This is an optimization exercise on Yosys and OpenROAD, whose aim is small area, a short achievable clock period and few clock cycles per item, not a production implementation. The RTL was checked by simulation tests, not by an equivalence proof against the original design.

--- config.mk ---
export PLATFORM = sky130hd
export DESIGN_NAME = exprgrad_matmul
export DESIGN_NICKNAME = exprgrad_matmul
export VERILOG_FILES = /design/flow/design.v
export SDC_FILE = /design/flow/constraint.sdc
export NUM_CORES = 4
export LEC_CHECK = 0
export CAP_MARGIN = 20
export CORE_MARGIN = 2
export CORE_UTILIZATION = 55
export CTS_BUF_LIST = sky130_fd_sc_hd__clkbuf_4 sky130_fd_sc_hd__clkbuf_8
export CTS_CLUSTER_DIAMETER = 50
export CTS_CLUSTER_SIZE = 16
export PLACE_DENSITY = 0.7
export SETUP_SLACK_MARGIN = 5.0
export SLEW_MARGIN = 20
--- standard.sh ---
#!/bin/bash
# synth_recipe.tcl (not shown) runs the flow's synth.tcl, then flattens the netlist and writes it again
# the make line also repeats each setting of config.mk as NAME=value (left out here)
make -C /OpenROAD-flow-scripts/flow DESIGN_CONFIG=/design/flow/config.mk WORK_HOME=/design/flow/orfs CLKGATE_MAP_FILE= SYNTH_SCRIPT=/design/flow/synth_recipe.tcl "${@:-finish}"
--- flow/polfix.py ---
#!/usr/bin/env python3
"""Remove inverters around full adders in a mapped sky130hd netlist.

A full adder is self-dual: FA(~a, ~b, ~c) = (~sum, ~cout). Yosys's full-adder
extraction leaves many inverters between full adders; flipping the polarity of
some adders (feeding them complemented inputs and taking complemented outputs)
makes most of those inverters unnecessary. This script chooses the flips by
local search and rewrites the netlist with at most one inverter per signal whose
two polarities are both needed. Registers and every other cell are left as they
are.

usage: polfix.py in.v out.v
"""
import re
import sys

OUTS = {"X", "Y", "Q", "Q_N", "SUM", "COUT", "HI", "LO"}
FA_IN = ("A", "B", "CIN")
FA_OUT = ("SUM", "COUT")


def main(src, dst):
    text = open(src).read()
    m = re.search(r"^module\s+(\S+)\s*\(([^)]*)\);", text, re.M)
    ports = {p.strip() for p in m.group(2).split(",")}
    inst_re = re.compile(r"^  (sky130_fd_sc_hd__\w+) (\S+)\s+\((.*?)\n  \);\n", re.M | re.S)
    insts = []
    first = None
    last = None
    for im in inst_re.finditer(text):
        if first is None:
            first = im.start()
        last = im.end()
        pins = [(p, n.strip()) for p, n in re.findall(r"\.(\w+)\(([^()]*)\)", im.group(3))]
        insts.append([im.group(1), im.group(2), pins])
    head, tail = text[:first], text[last:]
    between = inst_re.sub("", text[first:last])
    assert between.strip() == "", "unexpected text between instances"
    assert tail.strip() == "endmodule", tail[:200]

    def base(n):
        n = n.strip()
        if n.startswith("\\"):
            return n
        return n.split("[")[0]

    driver = {}
    loads = {}
    for i, (ct, nm, pins) in enumerate(insts):
        for p, n in pins:
            if p in OUTS:
                driver[n] = (i, p)
            else:
                loads.setdefault(n, []).append((i, p))

    def is_inv(i):
        return re.fullmatch(r"sky130_fd_sc_hd__inv_\d+", insts[i][0]) is not None

    def is_fa(i):
        return re.fullmatch(r"sky130_fd_sc_hd__fa_\d+", insts[i][0]) is not None

    def pin(i, p):
        for q, n in insts[i][2]:
            if q == p:
                return n
        return None

    # signal classes: nets joined by inverters, relative to a root net
    root = {}
    pol = {}

    def find(n):
        if n in root:
            return root[n], pol[n]
        d = driver.get(n)
        if d is not None and is_inv(d[0]):
            r, q = find(pin(d[0], "A"))
            root[n], pol[n] = r, q ^ 1
        else:
            root[n], pol[n] = n, 0
        return root[n], pol[n]

    nets = set(driver) | set(loads)
    for n in nets:
        find(n)
    classes = {}
    for n in nets:
        classes.setdefault(root[n], []).append(n)

    fa = [i for i in range(len(insts)) if is_fa(i)]
    fa_set = set(fa)
    # xor2/xnor2 of equal size: the output polarity is free (swap the cell type)
    xr = [i for i in range(len(insts))
          if re.fullmatch(r"sky130_fd_sc_hd__x(n)?or2_\d+", insts[i][0])]
    xr_set = set(xr)

    # consumers of each class: (inst, pin, polarity relative to root)
    cons = {}
    touch = {}
    for r, members in classes.items():
        c = []
        ok = True
        fa_involved = False
        for n in members:
            if n != r and base(n) in ports:
                ok = False
            if n != r and n.startswith("1'"):
                ok = False
            for (i, p) in loads.get(n, []):
                if is_inv(i) and pin(i, "Y") in root and root[pin(i, "Y")] == r:
                    continue
                c.append((i, p, pol[n]))
                if i in fa_set:
                    fa_involved = True
            if base(n) in ports and n != r:
                ok = False
        if base(r) in ports and any(base(n) in ports for n in members if n != r):
            ok = False
        d = driver.get(r)
        if d is not None and d[0] in fa_set:
            fa_involved = True
        if d is not None and d[0] in xr_set:
            fa_involved = True
        if len(members) > 1:
            fa_involved = True
        if r.startswith("1'"):
            ok = False
        cons[r] = c
        touch[r] = ok and fa_involved

    flip = {i: 0 for i in fa + xr}

    def rootpol(r):
        d = driver.get(r)
        if d is not None and (d[0] in fa_set or d[0] in xr_set):
            return flip[d[0]]
        return 0

    def need(r):
        rp = rootpol(r)
        for (i, p, q) in cons[r]:
            req = q ^ (flip[i] if (i in fa_set and p in FA_IN) else 0)
            if req != rp:
                return 1
        return 0

    def cost_orig(r):
        # inverters currently in the class
        return sum(1 for n in classes[r] if n != r)

    fa_classes = {}
    for i in fa:
        s = set()
        for p in FA_IN + FA_OUT:
            n = pin(i, p)
            if n is not None and n in root:
                s.add(root[n])
        if all(touch[r] for r in s) and len(s) > 0 and all(pin(i, p) in root for p in FA_IN + FA_OUT):
            fa_classes[i] = list(s)
        else:
            fa_classes[i] = []  # frozen: some of its signals cannot be rewired

    for i in xr:
        n = pin(i, "Y")
        r = root.get(n)
        fa_classes[i] = [r] if (r == n and touch.get(r)) else []
    before = sum(cost_orig(r) for r in classes if touch[r])
    cur = {r: need(r) for r in classes if touch[r]}
    improved = True
    rounds = 0
    while improved and rounds < 50:
        improved = False
        rounds += 1
        for i in fa + xr:
            rs = fa_classes[i]
            if not rs:
                continue
            old = sum(cur[r] for r in rs)
            flip[i] ^= 1
            new = {r: need(r) for r in rs}
            if sum(new.values()) < old:
                cur.update(new)
                improved = True
            else:
                flip[i] ^= 1
    after = sum(cur.values())

    # rewrite
    dead = set()
    newinst = []
    newwires = []
    k = 0
    conn = {}  # (inst, pin) -> net
    for r in classes:
        if not touch[r]:
            continue
        for n in classes[r]:
            if n != r:
                dead.add(driver[n][0])
        rp = rootpol(r)
        inv_net = None
        for (i, p, q) in cons[r]:
            req = q ^ (flip[i] if (i in fa_set and p in FA_IN) else 0)
            if req == rp:
                conn[(i, p)] = r
            else:
                if inv_net is None:
                    k += 1
                    inv_net = f"polnet_{k}"
                    newwires.append(inv_net)
                    newinst.append(["sky130_fd_sc_hd__inv_1", f"polinv_{k}", [("A", r), ("Y", inv_net)]])
                conn[(i, p)] = inv_net
    def esc(n):
        return n + " " if n.startswith("\\") else n

    out = [head.rstrip("\n") + "\n"]
    for w in newwires:
        out.append(f"  wire {w};\n")
    for i, (ct, nm, pins) in enumerate(insts):
        if i in dead:
            continue
        if i in xr_set and flip[i]:
            ct = ct.replace("__xor2_", "__XX_").replace("__xnor2_", "__xor2_").replace("__XX_", "__xnor2_")
        ps = [(p, conn.get((i, p), n)) for p, n in pins]
        out.append(f"  {ct} {esc(nm)} (\n" + ",\n".join(f"    .{p}({esc(n)})" for p, n in ps) + "\n  );\n")
    for ct, nm, ps in newinst:
        out.append(f"  {ct} {esc(nm)} (\n" + ",\n".join(f"    .{p}({esc(n)})" for p, n in ps) + "\n  );\n")
    out.append("endmodule\n")
    open(dst, "w").write("".join(out))
    nflip = sum(flip[i] for i in fa)
    sys.stderr.write(f"polfix: {sum(flip[i] for i in xr)} of {len(xr)} xor/xnor swapped\n")
    sys.stderr.write(f"polfix: {len(fa)} full adders, {nflip} flipped; inverters in touched signals {before} -> {after}; rounds {rounds}\n")


if __name__ == "__main__":
    main(sys.argv[1], sys.argv[2])
--- constraint.sdc ---
create_clock -name core_clock -period 11.0 [get_ports {clock}]
set_input_delay 2.2000 -clock core_clock [delete_from_list [all_inputs] [get_ports {clock}]]
set_output_delay 2.2000 -clock core_clock [all_outputs]
set_load 0.01 [all_outputs]
--- flow/run.sh ---
#!/bin/bash
# Standard synthesis, then polfix.py removes inverters around the full adders
# (polarity flips of self-dual full adders, no register touched), then the rest
# of the standard flow from the rewritten netlist.
set -euo pipefail
res=orfs/results/${FLOW_PLATFORM}/exprgrad_matmul/base
bash standard.sh synth > synth.log 2>&1
cp "$res/1_2_yosys.v" yosys_standard.v
python3 flow/polfix.py yosys_standard.v "$res/1_2_yosys.v" > polfix.log 2>&1
rm -f "$res/1_synth.odb" "$res/1_synth.sdc"
bash standard.sh finish > finish.log 2>&1
--- design.v ---
module exprgrad_matmul(
  input  wire        clock,
  input  wire        reset,
  input  wire        start,
  input  wire        wr_en,
  input  wire        wr_sel,
  input  wire [3:0]  wr_addr,
  input  wire [15:0] wr_data,
  input  wire [3:0]  rd_addr,
  output wire [15:0] rd_data,
  output wire        done
);
  reg [15:0] ma  [0:15];    
  reg [15:0] mb  [0:15];    
  reg [15:0] mc  [0:15];    
  reg [15:0] acc [0:15];    
  reg        busy;          
  reg        done_r;
  reg        slow;          
  reg [3:0]  rp;            
  reg [15:0] mask;          
  reg        poison;        
  reg [3:0]  empty;         
  reg        v0;
  reg [1:0]  j0;
  reg [7:0]  b_one, b_two, b_neg;    
  reg [15:0] a0 [0:3];      
  reg        fin0;
  reg        copy;          
  wire ready = ~busy;
  wire we    = wr_en & ready;
  wire we_a  = we & ~wr_sel;
  wire we_b  = we & wr_sel;
  wire go    = start & ready;
  wire fast  = ~poison & (&mask);
  wire [3:0] sel = slow ? rp : wr_addr;    
  integer i, n;
  wire [15:0] din = slow ? mb[rp] : wr_data;
  reg  [7:0]  e_one, e_two, e_neg;
  always @* begin
    for (i = 0; i < 8; i = i + 1) begin : enc
      reg bm1, bb0, bb1;
      bm1 = (i == 0) ? 1'b0 : din[2*i-1];
      bb0 = din[2*i];
      bb1 = din[2*i+1];
      e_one[i] = bb0 ^ bm1;
      e_two[i] = (bb1 & ~bb0 & ~bm1) | (~bb1 & bb0 & bm1);
      e_neg[i] = bb1 & ~(bb0 & bm1);
    end
  end
  wire [15:0] mac_y [0:3];
  genvar g;
  generate
    for (g = 0; g < 4; g = g + 1) begin : unit
      fxmac m(.a(a0[g]), .c(empty[j0] ? 16'd0 : acc[g*4+j0]),
              .one(b_one), .two(b_two), .neg(b_neg), .y(mac_y[g]));
    end
  endgenerate
  reg [15:0] acc_d [0:15];
  always @* begin
    for (n = 0; n < 16; n = n + 1)
      acc_d[n] = acc[n];
    if (v0)
      for (i = 0; i < 4; i = i + 1)
        acc_d[i*4+j0] = mac_y[i];
  end
  always @(posedge clock) begin
    if (reset) begin
      busy <= 1'b0;
      done_r <= 1'b0;
      slow <= 1'b0;
      mask <= 16'd0;
      poison <= 1'b0;
      empty <= 4'hf;
      v0 <= 1'b0;
      fin0 <= 1'b0;
      copy <= 1'b0;
    end else begin
      v0 <= we_b | slow;
      fin0 <= slow & (rp == 4'd15);
      copy <= fin0;
      if (v0) empty[j0] <= 1'b0;
      if (we_a && (mask[{wr_addr[1:0], 2'b00} +: 4] != 4'd0)) poison <= 1'b1;
      if (we_b) begin
        if (mask[wr_addr]) poison <= 1'b1;
        mask[wr_addr] <= 1'b1;
      end
      if (slow && rp == 4'd15) slow <= 1'b0;
      if (go) begin
        busy <= 1'b1;
        done_r <= 1'b0;
        if (fast) begin
          copy <= 1'b1;
        end else begin
          slow <= 1'b1;
          empty <= 4'hf;
        end
      end
      if (copy) begin
        busy <= 1'b0;
        done_r <= 1'b1;
        mask <= 16'd0;
        poison <= 1'b0;
        empty <= 4'hf;
      end
    end
  end
  always @(posedge clock) begin
    if (go) rp <= 4'd0;
    else if (slow) rp <= rp + 4'd1;
  end
  always @(posedge clock) begin
    j0 <= sel[1:0];
    b_one <= e_one;
    b_two <= e_two;
    b_neg <= e_neg;
    for (i = 0; i < 4; i = i + 1)
      a0[i] <= ma[i*4+sel[3:2]];
  end
  always @(posedge clock) begin
    if (we_a) ma[wr_addr] <= wr_data;
    if (we_b) mb[wr_addr] <= wr_data;
    for (n = 0; n < 16; n = n + 1) begin
      acc[n] <= acc_d[n];
      if (copy) mc[n] <= acc[n];
    end
  end
  assign rd_data = mc[rd_addr];
  assign done = done_r;
endmodule
module fxmac(
  input  wire [15:0] a,
  input  wire [15:0] c,
  input  wire [7:0]  one,
  input  wire [7:0]  two,
  input  wire [7:0]  neg,
  output wire [15:0] y
);
  wire pp0_0;
  wire pp0_1;
  wire pp0_2;
  wire pp0_3;
  wire pp0_4;
  wire pp0_5;
  wire pp0_6;
  wire pp0_7;
  wire pp0_8;
  wire pp0_9;
  wire pp0_10;
  wire pp0_11;
  wire pp0_12;
  wire pp0_13;
  wire pp0_14;
  wire pp0_15;
  wire pp0_16;
  wire pp1_0;
  wire pp1_1;
  wire pp1_2;
  wire pp1_3;
  wire pp1_4;
  wire pp1_5;
  wire pp1_6;
  wire pp1_7;
  wire pp1_8;
  wire pp1_9;
  wire pp1_10;
  wire pp1_11;
  wire pp1_12;
  wire pp1_13;
  wire pp1_14;
  wire pp1_15;
  wire pp1_16;
  wire pp2_0;
  wire pp2_1;
  wire pp2_2;
  wire pp2_3;
  wire pp2_4;
  wire pp2_5;
  wire pp2_6;
  wire pp2_7;
  wire pp2_8;
  wire pp2_9;
  wire pp2_10;
  wire pp2_11;
  wire pp2_12;
  wire pp2_13;
  wire pp2_14;
  wire pp2_15;
  wire pp2_16;
  wire pp3_0;
  wire pp3_1;
  wire pp3_2;
  wire pp3_3;
  wire pp3_4;
  wire pp3_5;
  wire pp3_6;
  wire pp3_7;
  wire pp3_8;
  wire pp3_9;
  wire pp3_10;
  wire pp3_11;
  wire pp3_12;
  wire pp3_13;
  wire pp3_14;
  wire pp3_15;
  wire pp3_16;
  wire pp4_0;
  wire pp4_1;
  wire pp4_2;
  wire pp4_3;
  wire pp4_4;
  wire pp4_5;
  wire pp4_6;
  wire pp4_7;
  wire pp4_8;
  wire pp4_9;
  wire pp4_10;
  wire pp4_11;
  wire pp4_12;
  wire pp4_13;
  wire pp4_14;
  wire pp4_15;
  wire pp5_0;
  wire pp5_1;
  wire pp5_2;
  wire pp5_3;
  wire pp5_4;
  wire pp5_5;
  wire pp5_6;
  wire pp5_7;
  wire pp5_8;
  wire pp5_9;
  wire pp5_10;
  wire pp5_11;
  wire pp5_12;
  wire pp5_13;
  wire pp6_0;
  wire pp6_1;
  wire pp6_2;
  wire pp6_3;
  wire pp6_4;
  wire pp6_5;
  wire pp6_6;
  wire pp6_7;
  wire pp6_8;
  wire pp6_9;
  wire pp6_10;
  wire pp6_11;
  wire pp7_0;
  wire pp7_1;
  wire pp7_2;
  wire pp7_3;
  wire pp7_4;
  wire pp7_5;
  wire pp7_6;
  wire pp7_7;
  wire pp7_8;
  wire pp7_9;
  wire s1;
  wire k2;
  wire s3;
  wire k4;
  wire s5;
  wire k6;
  wire s7;
  wire k8;
  wire s9;
  wire k10;
  wire s11;
  wire k12;
  wire s13;
  wire k14;
  wire s15;
  wire k16;
  wire s17;
  wire k18;
  wire s19;
  wire k20;
  wire s21;
  wire k22;
  wire s23;
  wire k24;
  wire s25;
  wire k26;
  wire s27;
  wire k28;
  wire s29;
  wire k30;
  wire s31;
  wire k32;
  wire s33;
  wire k34;
  wire s35;
  wire k36;
  wire s37;
  wire k38;
  wire s39;
  wire k40;
  wire s41;
  wire k42;
  wire s43;
  wire k44;
  wire s45;
  wire k46;
  wire s47;
  wire k48;
  wire s49;
  wire k50;
  wire s51;
  wire k52;
  wire s53;
  wire k54;
  wire s55;
  wire k56;
  wire s57;
  wire k58;
  wire s59;
  wire k60;
  wire s61;
  wire k62;
  wire s63;
  wire k64;
  wire s65;
  wire k66;
  wire s67;
  wire k68;
  wire s69;
  wire k70;
  wire s71;
  wire k72;
  wire s73;
  wire k74;
  wire s75;
  wire k76;
  wire s77;
  wire k78;
  wire s79;
  wire k80;
  wire s81;
  wire k82;
  wire s83;
  wire k84;
  wire s85;
  wire k86;
  wire s87;
  wire k88;
  wire s89;
  wire k90;
  wire s91;
  wire k92;
  wire s93;
  wire k94;
  wire s95;
  wire k96;
  wire s97;
  wire k98;
  wire s99;
  wire k100;
  wire s101;
  wire k102;
  wire s103;
  wire k104;
  wire s105;
  wire k106;
  wire s107;
  wire k108;
  wire s109;
  wire k110;
  wire s111;
  wire k112;
  wire s113;
  wire k114;
  wire s115;
  wire k116;
  wire s117;
  wire k118;
  wire s119;
  wire k120;
  wire s121;
  wire k122;
  wire s123;
  wire k124;
  wire s125;
  wire k126;
  wire s127;
  wire k128;
  wire s129;
  wire k130;
  wire s131;
  wire k132;
  wire s133;
  wire k134;
  wire s135;
  wire k136;
  wire s137;
  wire k138;
  wire s139;
  wire k140;
  wire s141;
  wire k142;
  wire s143;
  wire k144;
  wire s145;
  wire k146;
  wire s147;
  wire k148;
  wire s149;
  wire k150;
  wire s151;
  wire k152;
  wire s153;
  wire k154;
  wire s155;
  wire k156;
  wire s157;
  wire k158;
  wire s159;
  wire k160;
  wire s161;
  wire k162;
  wire s163;
  wire k164;
  wire s165;
  wire k166;
  wire s167;
  wire k168;
  wire s169;
  wire k170;
  wire s171;
  wire k172;
  wire s173;
  wire k174;
  wire s175;
  wire k176;
  wire s177;
  wire k178;
  wire s179;
  wire k180;
  wire s181;
  wire k182;
  wire s183;
  wire k184;
  wire s185;
  wire k186;
  wire s187;
  wire k188;
  wire s189;
  wire k190;
  wire s191;
  wire k192;
  wire s193;
  wire k194;
  wire s195;
  wire k196;
  wire s197;
  wire k198;
  wire s199;
  wire k200;
  wire s201;
  wire k202;
  wire s203;
  wire k204;
  wire s205;
  wire k206;
  wire s207;
  wire k208;
  wire s209;
  wire k210;
  wire s211;
  wire k212;
  wire s213;
  wire k214;
  wire s215;
  wire k216;
  wire s217;
  wire k218;
  wire s219;
  wire k220;
  wire s221;
  wire k222;
  wire s223;
  wire k224;
  wire s225;
  wire k226;
  wire s227;
  wire k228;
  wire s229;
  wire k230;
  wire s231;
  wire k232;
  assign pp0_0 = ((one[0] & a[0]) ^ neg[0]);
  assign pp0_1 = (((one[0] & a[1]) | (two[0] & a[0])) ^ neg[0]);
  assign pp0_2 = (((one[0] & a[2]) | (two[0] & a[1])) ^ neg[0]);
  assign pp0_3 = (((one[0] & a[3]) | (two[0] & a[2])) ^ neg[0]);
  assign pp0_4 = (((one[0] & a[4]) | (two[0] & a[3])) ^ neg[0]);
  assign pp0_5 = (((one[0] & a[5]) | (two[0] & a[4])) ^ neg[0]);
  assign pp0_6 = (((one[0] & a[6]) | (two[0] & a[5])) ^ neg[0]);
  assign pp0_7 = (((one[0] & a[7]) | (two[0] & a[6])) ^ neg[0]);
  assign pp0_8 = (((one[0] & a[8]) | (two[0] & a[7])) ^ neg[0]);
  assign pp0_9 = (((one[0] & a[9]) | (two[0] & a[8])) ^ neg[0]);
  assign pp0_10 = (((one[0] & a[10]) | (two[0] & a[9])) ^ neg[0]);
  assign pp0_11 = (((one[0] & a[11]) | (two[0] & a[10])) ^ neg[0]);
  assign pp0_12 = (((one[0] & a[12]) | (two[0] & a[11])) ^ neg[0]);
  assign pp0_13 = (((one[0] & a[13]) | (two[0] & a[12])) ^ neg[0]);
  assign pp0_14 = (((one[0] & a[14]) | (two[0] & a[13])) ^ neg[0]);
  assign pp0_15 = (((one[0] & a[15]) | (two[0] & a[14])) ^ neg[0]);
  assign pp0_16 = ~(((one[0] | two[0]) & a[15]) ^ neg[0]);
  assign pp1_0 = ((one[1] & a[0]) ^ neg[1]);
  assign pp1_1 = (((one[1] & a[1]) | (two[1] & a[0])) ^ neg[1]);
  assign pp1_2 = (((one[1] & a[2]) | (two[1] & a[1])) ^ neg[1]);
  assign pp1_3 = (((one[1] & a[3]) | (two[1] & a[2])) ^ neg[1]);
  assign pp1_4 = (((one[1] & a[4]) | (two[1] & a[3])) ^ neg[1]);
  assign pp1_5 = (((one[1] & a[5]) | (two[1] & a[4])) ^ neg[1]);
  assign pp1_6 = (((one[1] & a[6]) | (two[1] & a[5])) ^ neg[1]);
  assign pp1_7 = (((one[1] & a[7]) | (two[1] & a[6])) ^ neg[1]);
  assign pp1_8 = (((one[1] & a[8]) | (two[1] & a[7])) ^ neg[1]);
  assign pp1_9 = (((one[1] & a[9]) | (two[1] & a[8])) ^ neg[1]);
  assign pp1_10 = (((one[1] & a[10]) | (two[1] & a[9])) ^ neg[1]);
  assign pp1_11 = (((one[1] & a[11]) | (two[1] & a[10])) ^ neg[1]);
  assign pp1_12 = (((one[1] & a[12]) | (two[1] & a[11])) ^ neg[1]);
  assign pp1_13 = (((one[1] & a[13]) | (two[1] & a[12])) ^ neg[1]);
  assign pp1_14 = (((one[1] & a[14]) | (two[1] & a[13])) ^ neg[1]);
  assign pp1_15 = (((one[1] & a[15]) | (two[1] & a[14])) ^ neg[1]);
  assign pp1_16 = ~(((one[1] | two[1]) & a[15]) ^ neg[1]);
  assign pp2_0 = ((one[2] & a[0]) ^ neg[2]);
  assign pp2_1 = (((one[2] & a[1]) | (two[2] & a[0])) ^ neg[2]);
  assign pp2_2 = (((one[2] & a[2]) | (two[2] & a[1])) ^ neg[2]);
  assign pp2_3 = (((one[2] & a[3]) | (two[2] & a[2])) ^ neg[2]);
  assign pp2_4 = (((one[2] & a[4]) | (two[2] & a[3])) ^ neg[2]);
  assign pp2_5 = (((one[2] & a[5]) | (two[2] & a[4])) ^ neg[2]);
  assign pp2_6 = (((one[2] & a[6]) | (two[2] & a[5])) ^ neg[2]);
  assign pp2_7 = (((one[2] & a[7]) | (two[2] & a[6])) ^ neg[2]);
  assign pp2_8 = (((one[2] & a[8]) | (two[2] & a[7])) ^ neg[2]);
  assign pp2_9 = (((one[2] & a[9]) | (two[2] & a[8])) ^ neg[2]);
  assign pp2_10 = (((one[2] & a[10]) | (two[2] & a[9])) ^ neg[2]);
  assign pp2_11 = (((one[2] & a[11]) | (two[2] & a[10])) ^ neg[2]);
  assign pp2_12 = (((one[2] & a[12]) | (two[2] & a[11])) ^ neg[2]);
  assign pp2_13 = (((one[2] & a[13]) | (two[2] & a[12])) ^ neg[2]);
  assign pp2_14 = (((one[2] & a[14]) | (two[2] & a[13])) ^ neg[2]);
  assign pp2_15 = (((one[2] & a[15]) | (two[2] & a[14])) ^ neg[2]);
  assign pp2_16 = ~(((one[2] | two[2]) & a[15]) ^ neg[2]);
  assign pp3_0 = ((one[3] & a[0]) ^ neg[3]);
  assign pp3_1 = (((one[3] & a[1]) | (two[3] & a[0])) ^ neg[3]);
  assign pp3_2 = (((one[3] & a[2]) | (two[3] & a[1])) ^ neg[3]);
  assign pp3_3 = (((one[3] & a[3]) | (two[3] & a[2])) ^ neg[3]);
  assign pp3_4 = (((one[3] & a[4]) | (two[3] & a[3])) ^ neg[3]);
  assign pp3_5 = (((one[3] & a[5]) | (two[3] & a[4])) ^ neg[3]);
  assign pp3_6 = (((one[3] & a[6]) | (two[3] & a[5])) ^ neg[3]);
  assign pp3_7 = (((one[3] & a[7]) | (two[3] & a[6])) ^ neg[3]);
  assign pp3_8 = (((one[3] & a[8]) | (two[3] & a[7])) ^ neg[3]);
  assign pp3_9 = (((one[3] & a[9]) | (two[3] & a[8])) ^ neg[3]);
  assign pp3_10 = (((one[3] & a[10]) | (two[3] & a[9])) ^ neg[3]);
  assign pp3_11 = (((one[3] & a[11]) | (two[3] & a[10])) ^ neg[3]);
  assign pp3_12 = (((one[3] & a[12]) | (two[3] & a[11])) ^ neg[3]);
  assign pp3_13 = (((one[3] & a[13]) | (two[3] & a[12])) ^ neg[3]);
  assign pp3_14 = (((one[3] & a[14]) | (two[3] & a[13])) ^ neg[3]);
  assign pp3_15 = (((one[3] & a[15]) | (two[3] & a[14])) ^ neg[3]);
  assign pp3_16 = ~(((one[3] | two[3]) & a[15]) ^ neg[3]);
  assign pp4_0 = ((one[4] & a[0]) ^ neg[4]);
  assign pp4_1 = (((one[4] & a[1]) | (two[4] & a[0])) ^ neg[4]);
  assign pp4_2 = (((one[4] & a[2]) | (two[4] & a[1])) ^ neg[4]);
  assign pp4_3 = (((one[4] & a[3]) | (two[4] & a[2])) ^ neg[4]);
  assign pp4_4 = (((one[4] & a[4]) | (two[4] & a[3])) ^ neg[4]);
  assign pp4_5 = (((one[4] & a[5]) | (two[4] & a[4])) ^ neg[4]);
  assign pp4_6 = (((one[4] & a[6]) | (two[4] & a[5])) ^ neg[4]);
  assign pp4_7 = (((one[4] & a[7]) | (two[4] & a[6])) ^ neg[4]);
  assign pp4_8 = (((one[4] & a[8]) | (two[4] & a[7])) ^ neg[4]);
  assign pp4_9 = (((one[4] & a[9]) | (two[4] & a[8])) ^ neg[4]);
  assign pp4_10 = (((one[4] & a[10]) | (two[4] & a[9])) ^ neg[4]);
  assign pp4_11 = (((one[4] & a[11]) | (two[4] & a[10])) ^ neg[4]);
  assign pp4_12 = (((one[4] & a[12]) | (two[4] & a[11])) ^ neg[4]);
  assign pp4_13 = (((one[4] & a[13]) | (two[4] & a[12])) ^ neg[4]);
  assign pp4_14 = (((one[4] & a[14]) | (two[4] & a[13])) ^ neg[4]);
  assign pp4_15 = (((one[4] & a[15]) | (two[4] & a[14])) ^ neg[4]);
  assign pp5_0 = ((one[5] & a[0]) ^ neg[5]);
  assign pp5_1 = (((one[5] & a[1]) | (two[5] & a[0])) ^ neg[5]);
  assign pp5_2 = (((one[5] & a[2]) | (two[5] & a[1])) ^ neg[5]);
  assign pp5_3 = (((one[5] & a[3]) | (two[5] & a[2])) ^ neg[5]);
  assign pp5_4 = (((one[5] & a[4]) | (two[5] & a[3])) ^ neg[5]);
  assign pp5_5 = (((one[5] & a[5]) | (two[5] & a[4])) ^ neg[5]);
  assign pp5_6 = (((one[5] & a[6]) | (two[5] & a[5])) ^ neg[5]);
  assign pp5_7 = (((one[5] & a[7]) | (two[5] & a[6])) ^ neg[5]);
  assign pp5_8 = (((one[5] & a[8]) | (two[5] & a[7])) ^ neg[5]);
  assign pp5_9 = (((one[5] & a[9]) | (two[5] & a[8])) ^ neg[5]);
  assign pp5_10 = (((one[5] & a[10]) | (two[5] & a[9])) ^ neg[5]);
  assign pp5_11 = (((one[5] & a[11]) | (two[5] & a[10])) ^ neg[5]);
  assign pp5_12 = (((one[5] & a[12]) | (two[5] & a[11])) ^ neg[5]);
  assign pp5_13 = (((one[5] & a[13]) | (two[5] & a[12])) ^ neg[5]);
  assign pp6_0 = ((one[6] & a[0]) ^ neg[6]);
  assign pp6_1 = (((one[6] & a[1]) | (two[6] & a[0])) ^ neg[6]);
  assign pp6_2 = (((one[6] & a[2]) | (two[6] & a[1])) ^ neg[6]);
  assign pp6_3 = (((one[6] & a[3]) | (two[6] & a[2])) ^ neg[6]);
  assign pp6_4 = (((one[6] & a[4]) | (two[6] & a[3])) ^ neg[6]);
  assign pp6_5 = (((one[6] & a[5]) | (two[6] & a[4])) ^ neg[6]);
  assign pp6_6 = (((one[6] & a[6]) | (two[6] & a[5])) ^ neg[6]);
  assign pp6_7 = (((one[6] & a[7]) | (two[6] & a[6])) ^ neg[6]);
  assign pp6_8 = (((one[6] & a[8]) | (two[6] & a[7])) ^ neg[6]);
  assign pp6_9 = (((one[6] & a[9]) | (two[6] & a[8])) ^ neg[6]);
  assign pp6_10 = (((one[6] & a[10]) | (two[6] & a[9])) ^ neg[6]);
  assign pp6_11 = (((one[6] & a[11]) | (two[6] & a[10])) ^ neg[6]);
  assign pp7_0 = ((one[7] & a[0]) ^ neg[7]);
  assign pp7_1 = (((one[7] & a[1]) | (two[7] & a[0])) ^ neg[7]);
  assign pp7_2 = (((one[7] & a[2]) | (two[7] & a[1])) ^ neg[7]);
  assign pp7_3 = (((one[7] & a[3]) | (two[7] & a[2])) ^ neg[7]);
  assign pp7_4 = (((one[7] & a[4]) | (two[7] & a[3])) ^ neg[7]);
  assign pp7_5 = (((one[7] & a[5]) | (two[7] & a[4])) ^ neg[7]);
  assign pp7_6 = (((one[7] & a[6]) | (two[7] & a[5])) ^ neg[7]);
  assign pp7_7 = (((one[7] & a[7]) | (two[7] & a[6])) ^ neg[7]);
  assign pp7_8 = (((one[7] & a[8]) | (two[7] & a[7])) ^ neg[7]);
  assign pp7_9 = (((one[7] & a[9]) | (two[7] & a[8])) ^ neg[7]);
  assign s1 = neg[7] ^ pp0_14;
  assign k2 = neg[7] & pp0_14;
  assign s3 = pp0_15 ^ pp1_13;
  assign k4 = pp0_15 & pp1_13;
  assign s5 = 1'b1 ^ pp0_16 ^ pp1_14;
  assign k6 = (1'b1 & pp0_16) | (1'b1 & pp1_14) | (pp0_16 & pp1_14);
  assign s7 = 1'b1 ^ pp1_15;
  assign k8 = 1'b1 & pp1_15;
  assign s9 = neg[4] ^ pp0_8;
  assign k10 = neg[4] & pp0_8;
  assign s11 = pp0_9 ^ pp1_7;
  assign k12 = pp0_9 & pp1_7;
  assign s13 = neg[5] ^ pp0_10 ^ pp1_8;
  assign k14 = (neg[5] & pp0_10) | (neg[5] & pp1_8) | (pp0_10 & pp1_8);
  assign s15 = pp2_6 ^ pp3_4;
  assign k16 = pp2_6 & pp3_4;
  assign s17 = pp0_11 ^ pp1_9 ^ pp2_7;
  assign k18 = (pp0_11 & pp1_9) | (pp0_11 & pp2_7) | (pp1_9 & pp2_7);
  assign s19 = pp3_5 ^ pp4_3;
  assign k20 = pp3_5 & pp4_3;
  assign s21 = neg[6] ^ pp0_12 ^ pp1_10;
  assign k22 = (neg[6] & pp0_12) | (neg[6] & pp1_10) | (pp0_12 & pp1_10);
  assign s23 = pp2_8 ^ pp3_6 ^ pp4_4;
  assign k24 = (pp2_8 & pp3_6) | (pp2_8 & pp4_4) | (pp3_6 & pp4_4);
  assign s25 = pp5_2 ^ pp6_0;
  assign k26 = pp5_2 & pp6_0;
  assign s27 = pp0_13 ^ pp1_11 ^ pp2_9;
  assign k28 = (pp0_13 & pp1_11) | (pp0_13 & pp2_9) | (pp1_11 & pp2_9);
  assign s29 = pp3_7 ^ pp4_5 ^ pp5_3;
  assign k30 = (pp3_7 & pp4_5) | (pp3_7 & pp5_3) | (pp4_5 & pp5_3);
  assign s31 = pp6_1 ^ c[5];
  assign k32 = pp6_1 & c[5];
  assign s33 = pp1_12 ^ pp2_10 ^ pp3_8;
  assign k34 = (pp1_12 & pp2_10) | (pp1_12 & pp3_8) | (pp2_10 & pp3_8);
  assign s35 = pp4_6 ^ pp5_4 ^ pp6_2;
  assign k36 = (pp4_6 & pp5_4) | (pp4_6 & pp6_2) | (pp5_4 & pp6_2);
  assign s37 = pp7_0 ^ s1 ^ c[6];
  assign k38 = (pp7_0 & s1) | (pp7_0 & c[6]) | (s1 & c[6]);
  assign s39 = pp2_11 ^ pp3_9 ^ pp4_7;
  assign k40 = (pp2_11 & pp3_9) | (pp2_11 & pp4_7) | (pp3_9 & pp4_7);
  assign s41 = pp5_5 ^ pp6_3 ^ pp7_1;
  assign k42 = (pp5_5 & pp6_3) | (pp5_5 & pp7_1) | (pp6_3 & pp7_1);
  assign s43 = k2 ^ s3 ^ c[7];
  assign k44 = (k2 & s3) | (k2 & c[7]) | (s3 & c[7]);
  assign s45 = pp2_12 ^ pp3_10 ^ pp4_8;
  assign k46 = (pp2_12 & pp3_10) | (pp2_12 & pp4_8) | (pp3_10 & pp4_8);
  assign s47 = pp5_6 ^ pp6_4 ^ pp7_2;
  assign k48 = (pp5_6 & pp6_4) | (pp5_6 & pp7_2) | (pp6_4 & pp7_2);
  assign s49 = k4 ^ c[8] ^ s5;
  assign k50 = (k4 & c[8]) | (k4 & s5) | (c[8] & s5);
  assign s51 = pp2_13 ^ pp3_11 ^ pp4_9;
  assign k52 = (pp2_13 & pp3_11) | (pp2_13 & pp4_9) | (pp3_11 & pp4_9);
  assign s53 = pp5_7 ^ pp6_5 ^ pp7_3;
  assign k54 = (pp5_7 & pp6_5) | (pp5_7 & pp7_3) | (pp6_5 & pp7_3);
  assign s55 = s7 ^ c[9] ^ k6;
  assign k56 = (s7 & c[9]) | (s7 & k6) | (c[9] & k6);
  assign s57 = pp1_16 ^ pp2_14 ^ pp3_12;
  assign k58 = (pp1_16 & pp2_14) | (pp1_16 & pp3_12) | (pp2_14 & pp3_12);
  assign s59 = pp4_10 ^ pp5_8 ^ pp6_6;
  assign k60 = (pp4_10 & pp5_8) | (pp4_10 & pp6_6) | (pp5_8 & pp6_6);
  assign s61 = pp7_4 ^ k8 ^ c[10];
  assign k62 = (pp7_4 & k8) | (pp7_4 & c[10]) | (k8 & c[10]);
  assign s63 = 1'b1 ^ pp2_15 ^ pp3_13;
  assign k64 = (1'b1 & pp2_15) | (1'b1 & pp3_13) | (pp2_15 & pp3_13);
  assign s65 = pp4_11 ^ pp5_9 ^ pp6_7;
  assign k66 = (pp4_11 & pp5_9) | (pp4_11 & pp6_7) | (pp5_9 & pp6_7);
  assign s67 = pp7_5 ^ c[11];
  assign k68 = pp7_5 & c[11];
  assign s69 = pp2_16 ^ pp3_14 ^ pp4_12;
  assign k70 = (pp2_16 & pp3_14) | (pp2_16 & pp4_12) | (pp3_14 & pp4_12);
  assign s71 = pp5_10 ^ pp6_8 ^ pp7_6;
  assign k72 = (pp5_10 & pp6_8) | (pp5_10 & pp7_6) | (pp6_8 & pp7_6);
  assign s73 = 1'b1 ^ pp3_15 ^ pp4_13;
  assign k74 = (1'b1 & pp3_15) | (1'b1 & pp4_13) | (pp3_15 & pp4_13);
  assign s75 = pp5_11 ^ pp6_9;
  assign k76 = pp5_11 & pp6_9;
  assign s77 = pp3_16 ^ pp4_14 ^ pp5_12;
  assign k78 = (pp3_16 & pp4_14) | (pp3_16 & pp5_12) | (pp4_14 & pp5_12);
  assign s79 = 1'b1 ^ pp4_15;
  assign k80 = 1'b1 & pp4_15;
  assign s81 = neg[3] ^ pp0_6;
  assign k82 = neg[3] & pp0_6;
  assign s83 = pp0_7 ^ pp1_5;
  assign k84 = pp0_7 & pp1_5;
  assign s85 = pp1_6 ^ pp2_4 ^ pp3_2;
  assign k86 = (pp1_6 & pp2_4) | (pp1_6 & pp3_2) | (pp2_4 & pp3_2);
  assign s87 = pp4_0 ^ s9;
  assign k88 = pp4_0 & s9;
  assign s89 = pp2_5 ^ pp3_3 ^ pp4_1;
  assign k90 = (pp2_5 & pp3_3) | (pp2_5 & pp4_1) | (pp3_3 & pp4_1);
  assign s91 = k10 ^ s11 ^ c[1];
  assign k92 = (k10 & s11) | (k10 & c[1]) | (s11 & c[1]);
  assign s93 = pp4_2 ^ pp5_0 ^ k12;
  assign k94 = (pp4_2 & pp5_0) | (pp4_2 & k12) | (pp5_0 & k12);
  assign s95 = s15 ^ c[2] ^ s13;
  assign k96 = (s15 & c[2]) | (s15 & s13) | (c[2] & s13);
  assign s97 = pp5_1 ^ k16 ^ s19;
  assign k98 = (pp5_1 & k16) | (pp5_1 & s19) | (k16 & s19);
  assign s99 = c[3] ^ k14 ^ s17;
  assign k100 = (c[3] & k14) | (c[3] & s17) | (k14 & s17);
  assign s101 = k20 ^ s25 ^ c[4];
  assign k102 = (k20 & s25) | (k20 & c[4]) | (s25 & c[4]);
  assign s103 = k18 ^ s21 ^ s23;
  assign k104 = (k18 & s21) | (k18 & s23) | (s21 & s23);
  assign s105 = k26 ^ k22 ^ k24;
  assign k106 = (k26 & k22) | (k26 & k24) | (k22 & k24);
  assign s107 = s27 ^ s29 ^ s31;
  assign k108 = (s27 & s29) | (s27 & s31) | (s29 & s31);
  assign s109 = k28 ^ k30 ^ s33;
  assign k110 = (k28 & k30) | (k28 & s33) | (k30 & s33);
  assign s111 = s35 ^ k32 ^ s37;
  assign k112 = (s35 & k32) | (s35 & s37) | (k32 & s37);
  assign s113 = k34 ^ k36 ^ s39;
  assign k114 = (k34 & k36) | (k34 & s39) | (k36 & s39);
  assign s115 = s41 ^ k38 ^ s43;
  assign k116 = (s41 & k38) | (s41 & s43) | (k38 & s43);
  assign s117 = k40 ^ k42 ^ s45;
  assign k118 = (k40 & k42) | (k40 & s45) | (k42 & s45);
  assign s119 = s47 ^ k44 ^ s49;
  assign k120 = (s47 & k44) | (s47 & s49) | (k44 & s49);
  assign s121 = k46 ^ k48 ^ s51;
  assign k122 = (k46 & k48) | (k46 & s51) | (k48 & s51);
  assign s123 = s53 ^ k50 ^ s55;
  assign k124 = (s53 & k50) | (s53 & s55) | (k50 & s55);
  assign s125 = k52 ^ k54 ^ s57;
  assign k126 = (k52 & k54) | (k52 & s57) | (k54 & s57);
  assign s127 = s59 ^ k56 ^ s61;
  assign k128 = (s59 & k56) | (s59 & s61) | (k56 & s61);
  assign s129 = k58 ^ k60 ^ s63;
  assign k130 = (k58 & k60) | (k58 & s63) | (k60 & s63);
  assign s131 = s65 ^ s67 ^ k62;
  assign k132 = (s65 & s67) | (s65 & k62) | (s67 & k62);
  assign s133 = c[12] ^ k64 ^ k66;
  assign k134 = (c[12] & k64) | (c[12] & k66) | (k64 & k66);
  assign s135 = s69 ^ s71 ^ k68;
  assign k136 = (s69 & s71) | (s69 & k68) | (s71 & k68);
  assign s137 = pp7_7 ^ s75 ^ c[13];
  assign k138 = (pp7_7 & s75) | (pp7_7 & c[13]) | (s75 & c[13]);
  assign s139 = k70 ^ k72 ^ s73;
  assign k140 = (k70 & k72) | (k70 & s73) | (k72 & s73);
  assign s141 = pp6_10 ^ pp7_8 ^ k76;
  assign k142 = (pp6_10 & pp7_8) | (pp6_10 & k76) | (pp7_8 & k76);
  assign s143 = c[14] ^ k74 ^ s77;
  assign k144 = (c[14] & k74) | (c[14] & s77) | (k74 & s77);
  assign s145 = pp5_13 ^ pp6_11 ^ pp7_9;
  assign k146 = (pp5_13 & pp6_11) | (pp5_13 & pp7_9) | (pp6_11 & pp7_9);
  assign s147 = s79 ^ c[15] ^ k78;
  assign k148 = (s79 & c[15]) | (s79 & k78) | (c[15] & k78);
  assign s149 = neg[2] ^ pp0_4;
  assign k150 = neg[2] & pp0_4;
  assign s151 = pp0_5 ^ pp1_3;
  assign k152 = pp0_5 & pp1_3;
  assign s153 = pp1_4 ^ pp2_2 ^ pp3_0;
  assign k154 = (pp1_4 & pp2_2) | (pp1_4 & pp3_0) | (pp2_2 & pp3_0);
  assign s155 = pp2_3 ^ pp3_1 ^ k82;
  assign k156 = (pp2_3 & pp3_1) | (pp2_3 & k82) | (pp3_1 & k82);
  assign s157 = k84 ^ c[0] ^ s85;
  assign k158 = (k84 & c[0]) | (k84 & s85) | (c[0] & s85);
  assign s159 = k86 ^ k88 ^ s89;
  assign k160 = (k86 & k88) | (k86 & s89) | (k88 & s89);
  assign s161 = k90 ^ s93 ^ k92;
  assign k162 = (k90 & s93) | (k90 & k92) | (s93 & k92);
  assign s163 = k94 ^ s97 ^ k96;
  assign k164 = (k94 & s97) | (k94 & k96) | (s97 & k96);
  assign s165 = k98 ^ k100 ^ s101;
  assign k166 = (k98 & k100) | (k98 & s101) | (k100 & s101);
  assign s167 = k102 ^ k104 ^ s105;
  assign k168 = (k102 & k104) | (k102 & s105) | (k104 & s105);
  assign s169 = k106 ^ s109 ^ k108;
  assign k170 = (k106 & s109) | (k106 & k108) | (s109 & k108);
  assign s171 = k110 ^ s113 ^ k112;
  assign k172 = (k110 & s113) | (k110 & k112) | (s113 & k112);
  assign s173 = k114 ^ s117 ^ k116;
  assign k174 = (k114 & s117) | (k114 & k116) | (s117 & k116);
  assign s175 = k118 ^ s121 ^ k120;
  assign k176 = (k118 & s121) | (k118 & k120) | (s121 & k120);
  assign s177 = k122 ^ s125 ^ k124;
  assign k178 = (k122 & s125) | (k122 & k124) | (s125 & k124);
  assign s179 = k126 ^ s129 ^ k128;
  assign k180 = (k126 & s129) | (k126 & k128) | (s129 & k128);
  assign s181 = k130 ^ s133 ^ s135;
  assign k182 = (k130 & s133) | (k130 & s135) | (s133 & s135);
  assign s183 = k134 ^ s137 ^ s139;
  assign k184 = (k134 & s137) | (k134 & s139) | (s137 & s139);
  assign s185 = s141 ^ k138 ^ k140;
  assign k186 = (s141 & k138) | (s141 & k140) | (k138 & k140);
  assign s187 = s145 ^ k142 ^ k144;
  assign k188 = (s145 & k142) | (s145 & k144) | (k142 & k144);
  assign s189 = neg[1] ^ pp0_2;
  assign k190 = neg[1] & pp0_2;
  assign s191 = pp0_3 ^ pp1_1;
  assign k192 = pp0_3 & pp1_1;
  assign s193 = pp1_2 ^ pp2_0 ^ s149;
  assign k194 = (pp1_2 & pp2_0) | (pp1_2 & s149) | (pp2_0 & s149);
  assign s195 = pp2_1 ^ k150 ^ s151;
  assign k196 = (pp2_1 & k150) | (pp2_1 & s151) | (k150 & s151);
  assign s197 = k152 ^ s81 ^ s153;
  assign k198 = (k152 & s81) | (k152 & s153) | (s81 & s153);
  assign s199 = s83 ^ k154 ^ s155;
  assign k200 = (s83 & k154) | (s83 & s155) | (k154 & s155);
  assign s201 = s87 ^ k156 ^ s157;
  assign k202 = (s87 & k156) | (s87 & s157) | (k156 & s157);
  assign s203 = k158 ^ s159 ^ s91;
  assign k204 = (k158 & s159) | (k158 & s91) | (s159 & s91);
  assign s205 = k160 ^ s95 ^ s161;
  assign k206 = (k160 & s95) | (k160 & s161) | (s95 & s161);
  assign s207 = s99 ^ k162 ^ s163;
  assign k208 = (s99 & k162) | (s99 & s163) | (k162 & s163);
  assign s209 = s103 ^ k164 ^ s165;
  assign k210 = (s103 & k164) | (s103 & s165) | (k164 & s165);
  assign s211 = s107 ^ k166 ^ s167;
  assign k212 = (s107 & k166) | (s107 & s167) | (k166 & s167);
  assign s213 = k168 ^ s111 ^ s169;
  assign k214 = (k168 & s111) | (k168 & s169) | (s111 & s169);
  assign s215 = s115 ^ k170 ^ s171;
  assign k216 = (s115 & k170) | (s115 & s171) | (k170 & s171);
  assign s217 = s119 ^ k172 ^ s173;
  assign k218 = (s119 & k172) | (s119 & s173) | (k172 & s173);
  assign s219 = s123 ^ k174 ^ s175;
  assign k220 = (s123 & k174) | (s123 & s175) | (k174 & s175);
  assign s221 = s127 ^ k176 ^ s177;
  assign k222 = (s127 & k176) | (s127 & s177) | (k176 & s177);
  assign s223 = s131 ^ k178 ^ s179;
  assign k224 = (s131 & k178) | (s131 & s179) | (k178 & s179);
  assign s225 = k132 ^ s181 ^ k180;
  assign k226 = (k132 & s181) | (k132 & k180) | (s181 & k180);
  assign s227 = k136 ^ s183 ^ k182;
  assign k228 = (k136 & s183) | (k136 & k182) | (s183 & k182);
  assign s229 = s143 ^ k184 ^ s185;
  assign k230 = (s143 & k184) | (s143 & s185) | (k184 & s185);
  assign s231 = s147 ^ k186 ^ s187;
  assign k232 = (s147 & k186) | (s147 & s187) | (k186 & s187);
  wire [23:0] rx = {s231, s229, s227, s225, s223, s221, s219, s217, s215, s213, s211, s209, s207, s205, s203, s201, s199, s197, s195, s193, s191, pp1_0, pp0_1, neg[0]};
  wire [23:0] ry = {k230, k228, k226, k224, k222, k220, k218, k216, k214, k212, k210, k208, k206, k204, k202, k200, k198, k196, k194, k192, k190, s189, 1'b0, pp0_0};
  wire [23:0] sum = rx + ry;
  assign y = sum[23:8];
endmodule
==> impl_metrics.env, run 1 <==
export IMPL_fp_dieW_um=343.2
export IMPL_status="no timing/DRC/antenna violations"
export IMPL_worstPathRequired_ns=11.52
export IMPL_cp_end_kind="flip-flop"
export IMPL_dp_hpwl_mm=112.0
export IMPL_area_growth_pct=8.879
export IMPL_drtIter0Drc=4971
export IMPL_portBuffers=45
export IMPL_clock_latency_ns=0.84
export IMPL_timing_fmax_mhz=166.5
export IMPL_grt_usage_pct=29.42
export IMPL_place_ws_ns=3.614
export IMPL_drc=0
export IMPL_die_y_um=343.2
export IMPL_gp_congestion=0.9333
export IMPL_cts_sinks=1149
export IMPL_die_area_um2=117800
export IMPL_clock_tree_buffer_depth=3
export IMPL_finalHoldViolations=0
export IMPL_path_clk_slew_ns=0.10
export IMPL_whs_ns=0.4451
export IMPL_worst_slack_ns=4.993
export IMPL_avgViaCountPerCell=6.451
export IMPL_worst_pin_slew_ns=1.122
export IMPL_worstPathArrival_ns=6.53
export IMPL_htreeDepth=3
export IMPL_startpoint_type="flip-flop"
export IMPL_grt_max_degree=81
export IMPL_routed_wl_mm=173.2
export IMPL_clock_root_buffer="clkbuf_8"
export IMPL_io_pins=46
export IMPL_slew_violations=0
export IMPL_netlist_area_um2=63290
export IMPL_final_cell_mix="edfxtp_1, a22oi_1, fa_1"
export IMPL_worstPathMaxFanout=22
export IMPL_yosys_warnings=9
export IMPL_grt_pass1_vias=38230
export IMPL_ant_nets=0
export IMPL_tritoncts="yes"
export IMPL_final_setup_tns_ns=0
export IMPL_setup_violations=0
export IMPL_antenna_found_initial=6
export IMPL_max_cap_violations=0
export IMPL_wl_per_cell_um=29.16
export IMPL_grt_pass1_wl_mm=255.5
export IMPL_final_common_cell="edfxtp_1"
export IMPL_period_minus_slack_ns=6.007
export IMPL_rsz0062_at_grt="true"
export IMPL_placementRows=124
export IMPL_cts_made_buffers=101
export IMPL_initial_core_util_pct=55.42
export IMPL_drive_gt1_share_pct=16.35
export IMPL_synth_cells=4380
export IMPL_finalCritPeriodShare_pct=54.61
export IMPL_syn_nets=4946
export IMPL_fill_cells=8569
export IMPL_syn_avg_cell_area_um2=14.45
export IMPL_drt_pass1_iter_count=6
export IMPL_via_count=38320
export IMPL_grt_ovfl_total=0
export IMPL_finalClockSkew_ns=0.06435
export IMPL_core_um2=114200
export IMPL_maxSlewHeadroom_pct=24.01
export IMPL_fin_nets=4917
export IMPL_critical_path_class="reg -> reg"
export IMPL_hold_class="reg -> reg"
flip-flops by register name, summed over array words and instances (netlist names), 4 cells and up, named ones only:
| signal | cells |
|---|---|
| acc | 256 |
| ma | 256 |
| mb | 256 |
| mc | 256 |
| a0 | 64 |
| mask | 16 |
| b_neg | 8 |
| b_one | 8 |
| b_two | 8 |
| empty | 4 |
| rp | 4 |
final timing paths:
check             slack, ns             startpoint  cells past startpoint               endpoint
setup / recovery       4.99          j0[0]$_DFF_P_                     16  acc[10][14]$_DFFE_PP_
hold / removal         0.45  acc[14][15]$_DFFE_PP_                      0   mc[14][15]$_DFFE_PP_
setup reg to reg       4.99          j0[0]$_DFF_P_                     16  acc[10][14]$_DFFE_PP_
hold reg to reg        0.45  acc[14][15]$_DFFE_PP_                      0   mc[14][15]$_DFFE_PP_
through the flow:
stage,cell area [um^2],std cells,util (%)
5_1_grt,68900,5940,60.34
4_1_cts,68220,5896,59.74
3_5_place_dp,65160,5684,57.06
2_1_floorplan,63290,4380,-
3_3_place_gp,65150,5684,57.06
6_report,68900,5940,60.34
per-layer routing:
metal	vias up	wire length [um]	GRT usage, %
met3	358	17160	5.764
met2	2241	81440	45.94
li1	16220	-	-
met4	6	6381	10.35
met5	-	44	0
met1	19500	68200	41.64
final cells by class:
type	count	area [um^2]	share of cell area (%)
multi-input combinational	2667	28360	41.15
tap	1512	1892	2.746
clock inverter	61	696.9	1.011
timing repair buffer	221	2283	3.314
inverter	211	792.0	1.149
clock buffer	118	1530	2.221
antenna	1	2.502	0.003632
sequential	1149	33350	48.40
what timing repair did:
item	in CTS	in global routing
gates cloned	0	2
buffers inserted	33	41
hold endpoints to repair	0	0
resized for setup	174	77
endpoints found under the setup margin	192	133
hold buffers	0	0
pin swaps	14	21
critical path: stages (launching register included):
cell and delay [ns]:
dfxtp_4 0.48, buf_16 0.26, mux4_2 0.62, and2_1 0.27, fa_1 0.54, fa_1 0.47
fa_1 0.54, fa_1 0.49, ha_1 0.39, and4_1 0.26, nor2b_1 0.13, o21ai_0 0.24
o21a_1 0.15, o31ai_1 0.14, a21oi_1 0.29, xor2_2 0.28, o21ai_0 0.15
Testbench counts, summed over its fixed seeds: cycles 1,740, jobs 48.
==> run 2, diff against run 1 <==
--- a/design.v
+++ b/design.v
@@ -23,6 +23,7 @@
   reg [3:0]  empty;         
   reg        v0;
   reg [1:0]  j0;
+  reg [3:0]  cs [0:3];      
   reg [7:0]  b_one, b_two, b_neg;    
   reg [15:0] a0 [0:3];      
   reg        fin0;
@@ -32,7 +33,7 @@
   wire we_a  = we & ~wr_sel;
   wire we_b  = we & wr_sel;
   wire go    = start & ready;
-  wire fast  = ~poison & (&mask);
+  wire fast  = ~poison & (&mask) & ~wr_en;
   wire [3:0] sel = slow ? rp : wr_addr;    
   integer i, n;
   wire [15:0] din = slow ? mb[rp] : wr_data;
@@ -52,7 +53,8 @@
   genvar g;
   generate
     for (g = 0; g < 4; g = g + 1) begin : unit
-      fxmac m(.a(a0[g]), .c(empty[j0] ? 16'd0 : acc[g*4+j0]),
+      fxmac m(.a(a0[g]), .c(({16{cs[g][0]}} & acc[g*4+0]) | ({16{cs[g][1]}} & acc[g*4+1]) |
+                           ({16{cs[g][2]}} & acc[g*4+2]) | ({16{cs[g][3]}} & acc[g*4+3])),
               .one(b_one), .two(b_two), .neg(b_neg), .y(mac_y[g]));
     end
   endgenerate
@@ -76,7 +78,7 @@
       fin0 <= 1'b0;
       copy <= 1'b0;
     end else begin
-      v0 <= we_b | slow;
+      v0 <= (we_b & ~start) | slow;
       fin0 <= slow & (rp == 4'd15);
       copy <= fin0;
       if (v0) empty[j0] <= 1'b0;
@@ -109,7 +111,14 @@
     if (go) rp <= 4'd0;
     else if (slow) rp <= rp + 4'd1;
   end
+  reg [3:0] empty_nx;
+  always @* begin
+    for (i = 0; i < 4; i = i + 1)
+      empty_nx[i] = copy | (go & ~fast) | (empty[i] & ~(v0 && j0 == i));
+  end
   always @(posedge clock) begin
+    for (i = 0; i < 4; i = i + 1)
+      cs[i] <= (4'b0001 << sel[1:0]) & ~empty_nx;
     j0 <= sel[1:0];
     b_one <= e_one;
     b_two <= e_two;
--- a/flow/polfix.py
+++ b/flow/polfix.py
@@ -220,7 +220,9 @@
         if i in dead:
             continue
         if i in xr_set and flip[i]:
+            # xor2 drives X, xnor2 drives Y
             ct = ct.replace("__xor2_", "__XX_").replace("__xnor2_", "__xor2_").replace("__XX_", "__xnor2_")
+            pins = [({"X": "Y", "Y": "X"}.get(p, p), n) for p, n in pins]
         ps = [(p, conn.get((i, p), n)) for p, n in pins]
         out.append(f"  {ct} {esc(nm)} (\n" + ",\n".join(f"    .{p}({esc(n)})" for p, n in ps) + "\n  );\n")
     for ct, nm, ps in newinst:
==> impl_metrics.env, run 2 <==
export IMPL_status="no timing/DRC/antenna violations"
export IMPL_syn_nets=5018
export IMPL_period_minus_slack_ns=6.017
export IMPL_startpoint="rd_addr[1]"
export IMPL_drt_pass1_iter_count=6
export IMPL_finalHoldViolations=0
export IMPL_finalNonFillerCells=6025
export IMPL_core_um2=114000
export IMPL_final_setup_tns_ns=0
export IMPL_netlist_area_um2=63060
export IMPL_dpl_cell_count=5781
export IMPL_grt_usage_pct=30.08
export IMPL_finalCritPeriodShare_pct=54.70
export IMPL_maxSlewHeadroom_pct=16.09
export IMPL_worstPathMaxFanout=8
export IMPL_antenna_found_initial=2
export IMPL_worst_pin_slew_ns=1.259
export IMPL_hp_start="acc[14][10]$_DFFE_PP_"
export IMPL_routed_wl_mm=177.0
export IMPL_cts_made_buffers=98
export IMPL_grt_ovfl_total=0
export IMPL_final_common_cell="edfxtp_1"
export IMPL_grt_pass1_vias=38050
export IMPL_worst_r2r_endpoint="acc[10][14]$_DFFE_PP_"
export IMPL_fill_cells=8497
export IMPL_via_count=38970
export IMPL_timing_rr_start="cs[3][1]$_DFF_P_"
export IMPL_worst_slack_ns=4.983
export IMPL_clock_root_buffer="clkbuf_8"
export IMPL_clock_tree_buffer_depth=3
export IMPL_yosys_warnings=11
export IMPL_timing_fmax_mhz=166.2
export IMPL_htreeDepth=3
export IMPL_setup_violations=0
export IMPL_worstPathArrival_ns=3.82
export IMPL_avgViaCountPerCell=6.469
export IMPL_cp_cell_sequence="buf_6 > nand2b_4 > buf_4 > nor2_4 > a22o_1 > a221oi_2 > nand3_1 > o22a_1 > dlygate4sd2_1"
export IMPL_max_cap_violations=0
export IMPL_clock_latency_ns=0.85
export IMPL_slowest_stage="dlygate4sd2_1"
export IMPL_place_ws_ns=3.682
export IMPL_cts_sinks=1153
export IMPL_startpoint_type="input pin"
export IMPL_fp_dieW_um=342.6
export IMPL_crit_family="compound AO/OA/AOI/OAI gates"
export IMPL_drc=0
export IMPL_area_growth_pct=9.051
export IMPL_tritoncts="yes"
export IMPL_worstPathRequired_ns=8.80
export IMPL_path_depth=9
export IMPL_die_y_um=342.6
export IMPL_hold_class="reg -> reg"
export IMPL_max_stage_delay_ns=0.29
export IMPL_fin_nets=5000
export IMPL_finalClockSkew_ns=0.09288
export IMPL_placementRows=124
export IMPL_whs_ns=0.4172
export IMPL_synth_cells=4452
export IMPL_gp_congestion=0.9245
export IMPL_grt_max_degree=192
export IMPL_portBuffers=45
export IMPL_worst_path_buf_inv=3
export IMPL_cp_end_kind="output pin"
export IMPL_drtIter0Drc=5332
export IMPL_path_clk_slew_ns=0.10
export IMPL_die_area_um2=117400
export IMPL_io_pins=46
export IMPL_reg2reg_depth=18
export IMPL_initial_core_util_pct=55.30
export IMPL_syn_avg_cell_area_um2=14.16
export IMPL_ant_nets=0
export IMPL_slew_violations=0
export IMPL_cp_endpoint="rd_data[3]"
export IMPL_wl_per_cell_um=29.37
export IMPL_final_cell_mix="edfxtp_1, a22oi_1, fa_1"
export IMPL_grt_pass1_wl_mm=259.4
export IMPL_critical_path_class="in -> out"
export IMPL_dp_hpwl_mm=117.7
export IMPL_rsz0062_at_grt="true"
export IMPL_drive_gt1_share_pct=15.52
export IMPL_holdBufCountCts=0
export IMPL_reg2reg_setup_slack_ns=5.12
## run 2: worst register-to-register path, cell delays in order, from the launching register on
cell and delay (ns):
dfxtp_2 0.32, buf_6 0.19, buf_16 0.28, a22o_1 0.22
a221oi_2 0.36, inv_1 0.14, fa_1 0.54, fa_1 0.46
fa_1 0.52, fa_1 0.48, ha_1 0.39, and2_1 0.22
and3_1 0.22, and4_1 0.21, o31ai_2 0.13, nand2_1 0.19
a21oi_1 0.21, xnor2_1 0.20, mux2_2 0.33
## run 2: final cells by class
class / instances / area [um^2] / share of cell area, %
antenna: 2 / 5.005 / 0.007278
clock buffer: 121 / 1528 / 2.222
clock inverter: 56 / 646.9 / 0.9406
inverter: 218 / 825.8 / 1.201
multi-input combinational: 2725 / 28030 / 40.76
sequential: 1153 / 33430 / 48.61
tap: 1512 / 1892 / 2.751
timing repair buffer: 238 / 2416 / 3.513
## run 2: worst min path at each step
stage,cells past startpoint,endpoint
6_report,0,mc[14][10]$_DFFE_PP_
5_1_grt,0,mc[14][10]$_DFFE_PP_
4_1_cts,0,mc[12][5]$_DFFE_PP_
3_5_place_dp,0,mc[7][6]$_DFFE_PP_
3_3_place_gp,2,copy$_SDFF_PP0_
2_1_floorplan,2,copy$_SDFF_PP0_
## run 2: repair_timing
| action | 4_1_cts | 5_1_grt |
|---|---|---|
| setup buffers | 32 | 30 |
| gates cloned | 1 | 1 |
| endpoints found under the hold margin | 0 | 0 |
| setup endpoints to repair | 152 | 80 |
| resized for setup | 189 | 60 |
| pin swaps | 16 | 7 |
## run 2: routing by layer
| layer | global-route usage, % | up-vias | wire (um) |
|---|---|---|---|
| met3 | 5.762 | 378 | 17590 |
| met5 | 0 | - | 0 |
| met4 | 11.11 | 0 | 7816 |
| met1 | 42.11 | 19740 | 69550 |
| li1 | - | 16570 | - |
| met2 | 47.22 | 2288 | 82010 |
## run 2: through the flow
step	util (%)	area [um^2]
detailed placement	57.15	65170
finish	60.31	68770
global route	60.30	68770
floorplan	-	63060
global placement	57.14	65150
CTS	59.81	68200
Testbench counts of run 2, summed over its fixed seeds: cycles 1,740, jobs 48.
==> run 3, diff against run 2 <==
--- a/config.mk
+++ b/config.mk
@@ -9,8 +9,8 @@
 export CORE_MARGIN = 2
 export CORE_UTILIZATION = 55
 export CTS_BUF_LIST = sky130_fd_sc_hd__clkbuf_4 sky130_fd_sc_hd__clkbuf_8
-export CTS_CLUSTER_DIAMETER = 50
-export CTS_CLUSTER_SIZE = 16
+export CTS_CLUSTER_DIAMETER = 40
+export CTS_CLUSTER_SIZE = 20
 export PLACE_DENSITY = 0.7
 export SETUP_SLACK_MARGIN = 5.0
 export SLEW_MARGIN = 20
==> impl_metrics.env, run 3 <==
export IMPL_hold_path_endpoint="mc[1][5]$_DFFE_PP_"
export IMPL_timing_rr_start="b_one[2]$_DFF_P_"
export IMPL_die_y_um=342.6
export IMPL_crit_family="buffers and inverters"
export IMPL_whs_ns=0.3974
export IMPL_drt_pass1_iter_count=7
export IMPL_via_count=39500
export IMPL_place_ws_ns=3.352
export IMPL_worst_slack_ns=4.991
export IMPL_gp_congestion=0.9309
export IMPL_grt_pass1_vias=39120
export IMPL_status="no timing/DRC/antenna violations"
export IMPL_reg2reg_depth=16
export IMPL_cp_cell_sequence="buf_12 > nand2b_4 > buf_4 > nor3_4 > buf_6 > buf_4 > buf_4 > a221oi_2 > nand3_1 > o22a_1 > buf_2"
export IMPL_max_cap_violations=0
export IMPL_worstPathRequired_ns=8.80
export IMPL_finalHoldViolations=0
export IMPL_hp_start="acc[1][5]$_DFFE_PP_"
export IMPL_area_growth_pct=10.84
export IMPL_syn_nets=5018
export IMPL_slew_violations=0
export IMPL_routed_wl_mm=181.1
export IMPL_drc=0
export IMPL_avgViaCountPerCell=6.483
export IMPL_grt_usage_pct=30.87
export IMPL_clock_latency_ns=0.87
export IMPL_fin_nets=5040
export IMPL_initial_core_util_pct=55.30
export IMPL_hold_path_depth=0
export IMPL_final_setup_tns_ns=0
export IMPL_worst_pin_slew_ns=1.217
export IMPL_grt_max_degree=71
export IMPL_placementRows=124
export IMPL_startpoint_type="input pin"
export IMPL_reg2reg_setup_slack_ns=5.06
export IMPL_slowest_stage="a221oi_2"
export IMPL_synth_cells=4452
export IMPL_die_area_um2=117400
export IMPL_timing_fmax_mhz=166.4
export IMPL_maxSlewHeadroom_pct=18.57
export IMPL_drtIter0Drc=4679
export IMPL_clock_root_buffer="clkbuf_8"
export IMPL_holdBufCountCts=0
export IMPL_io_pins=46
export IMPL_final_common_cell="edfxtp_1"
export IMPL_period_minus_slack_ns=6.009
export IMPL_finalClockSkew_ns=0.06547
export IMPL_finalCritPeriodShare_pct=54.63
export IMPL_setup_violations=0
export IMPL_tritoncts="yes"
export IMPL_worstPathArrival_ns=3.81
export IMPL_worst_path_buf_inv=6
export IMPL_finish_utilization_pct=61.30
export IMPL_cp_end_kind="output pin"
export IMPL_dp_hpwl_mm=117.8
export IMPL_core_um2=114000
export IMPL_final_cell_mix="edfxtp_1, a22oi_1, fa_1"
export IMPL_critical_path_class="in -> out"
export IMPL_rsz0062_at_grt="true"
export IMPL_ant_nets=0
export IMPL_portBuffers=45
export IMPL_yosys_warnings=11
export IMPL_cts_made_buffers=117
export IMPL_htreeDepth=3
export IMPL_netlist_area_um2=63060
export IMPL_syn_avg_cell_area_um2=14.16
export IMPL_cts_sinks=1153
export IMPL_drive_gt1_share_pct=17.56
export IMPL_hold_class="reg -> reg"
export IMPL_clock_tree_buffer_depth=3
export IMPL_wl_per_cell_um=29.72
export IMPL_worstPathMaxFanout=8
export IMPL_path_common_cell="buf_4"
export IMPL_path_clk_slew_ns=0.10
export IMPL_grt_pass1_wl_mm=265.4
export IMPL_antenna_found_initial=2
export IMPL_fp_dieW_um=342.6
export IMPL_worst_r2r_endpoint="acc[8][14]$_DFFE_PP_"
export IMPL_grt_ovfl_total=0
export IMPL_max_stage_delay_ns=0.24
-- run 3: worst max path at each step --
stage,startpoint,to,cells after the start
after floorplan,b_neg[3]$_DFF_P_,acc[10][14]$_DFFE_PP_,16
after global placement,rd_addr[1],rd_data[9],9
after detailed placement,rd_addr[1],rd_data[9],9
after CTS,rd_addr[1],rd_data[9],9
after global routing,b_two[2]$_DFF_P_,acc[8][14]$_DFFE_PP_,16
final,rd_addr[1],rd_data[14],11
-- run 3: stage by stage --
step	instance area, um^2	cells
floorplan	63060	4452
global placement	65130	5775
detailed placement	65130	5776
CTS	69270	6059
global route	69900	6092
finish	69900	6093
-- run 3: area by class of cell --
cell class	instances	area, um^2
antenna	2	5.005
clock buffer	123	1668
clock inverter	101	1197
fill	8490	44130
inverter	218	825.8
multi-input combinational	2725	28190
sequential	1153	33450
tap	1512	1892
timing repair buffer	259	2669
-- run 3: worst reg2reg max path: stages, from the launching register on --
cell and delay [ns]:
dfxtp_4 0.57, buf_8 0.34, a22oi_1 0.17, xnor2_1 0.20, fa_1 0.55, fa_1 0.48
fa_1 0.50, fa_1 0.51, ha_1 0.41, nand4_1 0.16, or3_1 0.46, a21oi_2 0.29
o31ai_2 0.17, nand2_1 0.23, a21oi_2 0.11, xnor2_2 0.23, mux2_2 0.32
-- run 3: what timing repair did --
item	in CTS	in global routing
pin swaps	17	24
setup endpoints to repair	173	124
resized for setup	201	88
buffers inserted	58	27
gates cloned	1	2
-- run 3: routing by layer --
metal	up-vias	global-route usage (%)	share of wire, %
met5	-	0	0.0072
met3	451	6.051	10
li1	16720	-	-
met1	20020	42.98	39
met4	2	13.19	5.2
met2	2310	47.81	46

-- port drivers added, routing unchanged --
How much do the figures lean on ideal ports? The routed layouts below were timed once more, with nothing changed but the port constraints. Step 1 (the two cells are an assumption about what drives the block):
set clk [get_ports {clock}]
set_driving_cell -lib_cell sky130_fd_sc_hd__clkbuf_16 $clk
set_driving_cell -lib_cell sky130_fd_sc_hd__buf_2 [delete_from_list [all_inputs] $clk]
Step 2 adds t to the input delays and takes it off the output delays; t is the mean of the earliest and latest rising clock arrival at the registers after step 1. Input paths then give back, and output paths get back, about the clock's delay inside the block. Three values: no drivers, after step 1, after step 2; two values: the first two.
run	t, ns	slack for setup (ns)	hold WS [ns]	worst data-port slew with drivers (ns)	pins driven straight from the clock port
run 1	0.866	4.993 / 4.955 / 4.955	0.445 / 0.445 / 0.445	0.06	1
run 2	0.871	4.983 / 4.941 / 4.941	0.417 / 0.417 / 0.417	0.04	1
run 3	0.905	4.991 / 4.923 / 4.923	0.397 / 0.397 / 0.397	0.07	1
After both steps setup and hold are still met in every run listed. For run 3, which loses most, drivers alone change the setup slack by -0.068 ns; drivers and shift together by -0.068 ns.
